This design comes from an exercise in tuning for small area, a short achievable clock period and few clock cycles on the open sky130 flow, not from production work.
Where RTL was checked, it was by simulation tests only, not by an equivalence proof against the original.
Power and IR drop assume default switching activity.

## cpu20
module cpu20 (
    input             clk,
    input             reset,
    output     [11:0] imem_addr,
    input      [19:0] imem_data,
    output     [10:0] dmem_addr,
    output     [19:0] dmem_wdata,
    output reg        dmem_we,
    input      [19:0] dmem_rdata,
    output reg        halted
);
For scale: about 0.022 mm² of cells after synthesis.
Settings: LEC_CHECK=0, CAP_MARGIN=20, CORE_MARGIN=2, CORE_UTILIZATION=40, CTS_CLUSTER_DIAMETER=100, CTS_CLUSTER_SIZE=20, PLACE_DENSITY=0.6, SLEW_MARGIN=20, SYNTH_HIERARCHICAL=1; clock period 10.0 ns.
standard.sh (not shown) runs the stock make flow with config.mk's settings and CLKGATE_MAP_FILE= SYNTH_SCRIPT=/design/flow/synth_recipe.tcl, a recipe that flattens the netlist after the stock synthesis.
==> flow/flow/run.sh <==
#!/bin/bash
# Standard synthesis, then the standard layout with repair_timing aiming for
# extra setup slack (a tighter internal target than the 10 ns clock), sizing
# not limited to same-footprint cells, and port buffers of a fixed type.
set -euo pipefail
MARGIN=$(cat flow/margin.txt)
bash standard.sh synth > synth.log 2>&1
bash standard.sh SETUP_SLACK_MARGIN=$MARGIN MATCH_CELL_FOOTPRINT=0 \
  "BUFFER_PORTS_ARGS=-buffer_cell sky130_fd_sc_hd__buf_4" finish > layout.log 2>&1
==> flow/flow/margin.txt <==
6.7
The first run finished clean.
Testbench counts at the start, summed over its fixed seeds: cycles 76,271.
Then changed:
==> flow/flow/margin.txt (replaced) <==
7.0
=> The new run completed with no timing, DRC or antenna violations. Global-route usage climbs by 0.25 points. Routed wire length is higher by 1.2%. Worst setup slack improves by 100 ps. Sequential share of layout area goes down by 2.9 points.
Then changed:
==> flow/flow/margin.txt (replaced) <==
6.9
What happened: The changed run ran to the end with no violations. Area after synthesis stays the same. First-iteration DRC count went up by 6.1%. Clock skew came out lower by 4.2 ps.
Then changed:
==> flow/flow/margin.txt (replaced) <==
6.8
=> The new run finished clean; power falls by 1.3%; setup slack degrades by 22 ps; worst hold slack gets worse by 7.8 ps; design area falls by 2.5%; critical path depth grows by 1; count of clock-buffer cells in the layout went up by 1; via count came out lower by about 1.7%; sequential share of layout area rises by 1.1 points; non-clock buffer count shrinks by 45; global-route usage falls by 0.17 points; flip-flop and latch count does not change.

* * *

cpu20, a different RTL version from the one above (not shown whole).
Size in the first run: about 440 flip-flops, ~23000 um2 of cells after synthesis.
export LEC_CHECK = 0
export CAP_MARGIN = 20
export CORE_MARGIN = 2
export CORE_UTILIZATION = 40
export PLACE_DENSITY = 0.6
export SLEW_MARGIN = 20
create_clock -name core_clock -period 10.0 [get_ports {clk}]
==> flow/flow/margin.txt <==
6.5
Scripts as last shown in full above: flow/flow/run.sh
Testbench counts at the start, summed over its fixed seeds: cycles 76,573.
Then changed:
--- a/flow/config.mk
+++ b/flow/config.mk
@@ -12 +12,2 @@
 export SLEW_MARGIN = 20
+export SYNTH_HIERARCHICAL = 1
Routed wire length is lower by 8.6%; clock-buffer cell count is lower by 4; sequential share of layout area is higher by 1.2 points; register-to-register slack improved by 70 ps; cell area is lower by about 2.8%.
Then changed:
==> flow/flow/margin.txt (replaced) <==
6.7
The changed run finished clean.
Total power stays flat.
Combinational power rose by about 5%.
Critical path depth rose by 12.
Worst setup slack improves by 120 ps.
Routed wire length rose by 1.2%.
Final area rose by 1.3%.
Final cell count rose by 0.88%.
Area after synthesis stays the same.
Sequential cell count stays the same.

* * *

cpu20, a different RTL version from the one above (not shown whole).
Size in the first run: roughly 2,000 cells after synthesis, roughly 430 flip-flops, ~87 I/O pins, about 23,000 um2 of cells after synthesis.
export LEC_CHECK = 0
export CAP_MARGIN = 20
export CORE_MARGIN = 2
export CORE_UTILIZATION = 40
export CTS_BUF_LIST = sky130_fd_sc_hd__clkbuf_4 sky130_fd_sc_hd__clkbuf_8
export PLACE_DENSITY = 0.6
export SLEW_MARGIN = 20
export SYNTH_HIERARCHICAL = 1
create_clock -name core_clock -period 10.0 [get_ports {clk}]
==> flow/flow/run.sh <==
#!/bin/bash
# Standard synthesis, then the standard layout with repair_timing aiming for
# extra setup slack (a tighter internal target than the 10 ns clock), sizing
# not limited to same-footprint cells, and port buffers of a fixed type.
set -euo pipefail
MARGIN=$(cat flow/margin.txt)
PORTBUF=$(cat flow/portbuf.txt)
bash standard.sh synth > synth.log 2>&1
bash standard.sh SETUP_SLACK_MARGIN=$MARGIN MATCH_CELL_FOOTPRINT=0 \
  "BUFFER_PORTS_ARGS=-buffer_cell $PORTBUF" finish > layout.log 2>&1
==> flow/flow/margin.txt <==
6.7
==> flow/flow/portbuf.txt <==
sky130_fd_sc_hd__buf_2
The first run completed without violations.
Testbench counts at the start, summed over its fixed seeds: cycles 76,271.
Edit:
--- a/flow/flow/run.sh
+++ b/flow/flow/run.sh
@@ -7 +6,0 @@
-PORTBUF=$(cat flow/portbuf.txt)
@@ -10 +9 @@
-  "BUFFER_PORTS_ARGS=-buffer_cell $PORTBUF" finish > layout.log 2>&1
+  "BUFFER_PORTS_ARGS=-buffer_cell sky130_fd_sc_hd__buf_4" finish > layout.log 2>&1
- CTS_BUF_LIST: sky130_fd_sc_hd__clkbuf_4 sky130_fd_sc_hd__clkbuf_8 -> unset
- CTS_CLUSTER_DIAMETER: unset -> 70
- CTS_CLUSTER_SIZE: unset -> 30
removed: flow/flow/portbuf.txt
What happened: Worst setup slack loses 0.0069 ns. Flip-flop and latch count stays the same. Count of clock-buffer cells in the layout drops by 80.
Edit:
--- a/flow/flow/run.sh
+++ b/flow/flow/run.sh
@@ -6,0 +7 @@
+PORTBUF=$(cat flow/portbuf.txt)
@@ -9 +10 @@
-  "BUFFER_PORTS_ARGS=-buffer_cell sky130_fd_sc_hd__buf_4" finish > layout.log 2>&1
+  "BUFFER_PORTS_ARGS=-buffer_cell $PORTBUF" finish > layout.log 2>&1
==> flow/flow/margin.txt (replaced) <==
6.8
==> flow/flow/portbuf.txt (new file) <==
sky130_fd_sc_hd__buf_2
- CTS_BUF_LIST: unset -> sky130_fd_sc_hd__clkbuf_4 sky130_fd_sc_hd__clkbuf_8
- CTS_CLUSTER_DIAMETER: 70 -> unset
- CTS_CLUSTER_SIZE: 30 -> unset
Effect: The changed run completed with no timing, DRC or antenna violations. Critical path depth climbs by 1. Total power came out higher by roughly a tenth. Clock power grows by well over a third. Combinational power rose by a little under a tenth. Sequential power fell by a few percent. Die area is unchanged. Cell count grows by a few percent.

* * *

Another version of the RTL of cpu20 (not shown whole).
Size: about 1900 cells after synthesis, ~480 flip-flops, about 0.023 mm^2 of cells after synthesis.
export LEC_CHECK = 0
export CAP_MARGIN = 20
export CORE_MARGIN = 2
export CORE_UTILIZATION = 40
export CTS_CLUSTER_DIAMETER = 100
export CTS_CLUSTER_SIZE = 20
export PLACE_DENSITY = 0.6
export SLEW_MARGIN = 20
export SYNTH_HIERARCHICAL = 1
create_clock -name core_clock -period 10.0 [get_ports {clk}]
==> flow/flow/run.sh <==
#!/bin/bash
# Standard synthesis, then the standard layout with repair_timing aiming for
# extra setup slack (a tighter internal target than the 10 ns clock), sizing
# not limited to same-footprint cells, and port buffers of a fixed type.
set -euo pipefail
MARGIN=$(cat flow/margin.txt)
bash standard.sh synth > synth.log 2>&1
bash standard.sh SETUP_SLACK_MARGIN=$MARGIN MATCH_CELL_FOOTPRINT=0 \
  "BUFFER_PORTS_ARGS=-buffer_cell sky130_fd_sc_hd__buf_4" finish > layout.log 2>&1
==> flow/flow/margin.txt <==
7.0
Rerun with:
==> flow/flow/margin.txt (replaced) <==
6.8
After rerunning: Final area goes down by about 4%; count of clock-buffer cells in the layout went up by 1; power is lower by 3.9%; sequential share of layout area rose by 1.8 points; synthesized cell count stays the same; combinational power drops by about 12%; cell count is lower by 1.5%; setup slack is worse by 0.011 ns.
No functional check of the RTL was part of any run of this note.

* * *

cpu20 with an RTL version that a note above also has.
Size: about 2000 cells after synthesis, about 430 flip-flops, roughly 87 I/O pins.
==> flow/config.mk <==
export PLATFORM = sky130hd
export DESIGN_NAME = cpu20
export DESIGN_NICKNAME = cpu20
export VERILOG_FILES = /design/flow/design.v
export SDC_FILE = /design/flow/constraint.sdc
export NUM_CORES = 4
export LEC_CHECK = 0
export CAP_MARGIN = 20
export CORE_MARGIN = 2
export CORE_UTILIZATION = 40
export PLACE_DENSITY = 0.6
export SLEW_MARGIN = 20
export SYNTH_HIERARCHICAL = 1
==> flow/constraint.sdc <==
create_clock -name core_clock -period 10.0 [get_ports {clk}]
set_input_delay 2.0000 -clock core_clock [delete_from_list [all_inputs] [get_ports {clk}]]
set_output_delay 2.0000 -clock core_clock [all_outputs]
set_load 0.01 [all_outputs]
==> flow/flow/margin.txt <==
6.7
Scripts as last shown in full above: flow/flow/run.sh
Testbench counts at the start, summed over its fixed seeds: cycles 76,271.
Next try:
--- a/flow/config.mk
+++ b/flow/config.mk
@@ -10,2 +10,4 @@
 export CORE_UTILIZATION = 40
+export CTS_CLUSTER_DIAMETER = 100
+export CTS_CLUSTER_SIZE = 25
 export PLACE_DENSITY = 0.6
What happened: Combinational power is about the same; total power falls by roughly a tenth; critical path depth is unchanged; final cell count falls slightly; fmax is about the same; setup slack is about the same; final area falls by a few percent; hold slack improves by 0.0053 ns; via count barely changes; clock-buffer cell count falls by 20.
Next try:
==> flow/flow/margin.txt (replaced) <==
6.8
--- a/flow/config.mk
+++ b/flow/config.mk
@@ -10,4 +10,2 @@
 export CORE_UTILIZATION = 40
-export CTS_CLUSTER_DIAMETER = 100
-export CTS_CLUSTER_SIZE = 25
 export PLACE_DENSITY = 0.6
=>
- final area increases by 4.3%
- clock skew is lower by 0.019 ns
- combinational power rose by about 6%

## re-timing with driven ports
The flow's constraints put no driver on any port. The routed layouts listed below were extracted and timed again, unchanged, in two steps. Step 1 (the two cells are an assumption about what drives the block):
set clk [get_ports {clk}]
set_driving_cell -lib_cell sky130_fd_sc_hd__clkbuf_16 $clk
set_driving_cell -lib_cell sky130_fd_sc_hd__buf_2 [delete_from_list [all_inputs] $clk]
Step 2, shift: input delay + t, output delay - t, t = (earliest + latest rising clock arrival at the registers) / 2. This alone moves slack from input paths to output paths. a / b / c = ideal ports / drivers / drivers and shift; a / b = the first two.
run | t, ns | setup slack, ns | hold slack, ns | worst setup path after step 2 | slew at the worst register clock pin (ns)
the first run of note 1 | 0.640 | 6.731 / 6.672 / 6.221 | 0.331 / 0.331 / 0.331 | input to register | 0.09 / 0.09
the second run of note 1 | 0.628 | 6.835 / 6.778 / 6.288 | 0.335 / 0.335 / 0.335 | input to register | 0.09 / 0.09
the third run of note 1 | 0.626 | 6.837 / 6.775 / 6.316 | 0.332 / 0.332 / 0.332 | input to register | 0.10 / 0.10
the fourth run of note 1 | 0.642 | 6.815 / 6.757 / 6.220 | 0.324 / 0.324 / 0.324 | input to register | 0.09 / 0.09
the first run of note 2 | 0.659 | 6.458 / 6.430 / 5.840 | 0.326 / 0.326 / 0.326 | input to register | 0.07 / 0.07
the second run of note 2 | 0.658 | 6.551 / 6.486 / 5.951 | 0.326 / 0.326 / 0.326 | input to register | 0.06 / 0.06
the third run of note 2 | 0.648 | 6.669 / 6.646 / 6.032 | 0.328 / 0.328 / 0.328 | input to register | 0.07 / 0.07
the first run of note 3 | 0.665 | 6.725 / 6.664 / 6.130 | 0.325 / 0.325 / 0.325 | input to register | 0.07 / 0.07
the second run of note 3 | 0.623 | 6.718 / 6.659 / 6.224 | 0.331 / 0.331 / 0.331 | input to register | 0.12 / 0.12
the third run of note 3 | 0.686 | 6.741 / 6.685 / 6.268 | 0.322 / 0.322 / 0.322 | input to register | 0.07 / 0.07
the first run of note 4 | 0.638 | 6.854 / 6.796 / 6.311 | 0.331 / 0.331 / 0.331 | input to register | 0.09 / 0.09
the second run of note 4 | 0.655 | 6.843 / 6.788 / 6.208 | 0.322 / 0.322 / 0.322 | input to register | 0.09 / 0.09
the first run of note 5 | 0.615 | 6.729 / 6.668 / 6.174 | 0.324 / 0.324 / 0.324 | input to register | 0.07 / 0.07
the second run of note 5 | 0.619 | 6.729 / 6.667 / 6.246 | 0.329 / 0.329 / 0.329 | input to register | 0.10 / 0.10
the third run of note 5 | 0.605 | 6.821 / 6.765 / 6.296 | 0.323 / 0.323 / 0.323 | input to register | 0.07 / 0.07
After both steps setup and hold are still met in every run listed. The setup slack of the third run of note 2, which loses most, moves by -0.023 ns with the drivers and by -0.637 ns with both steps.
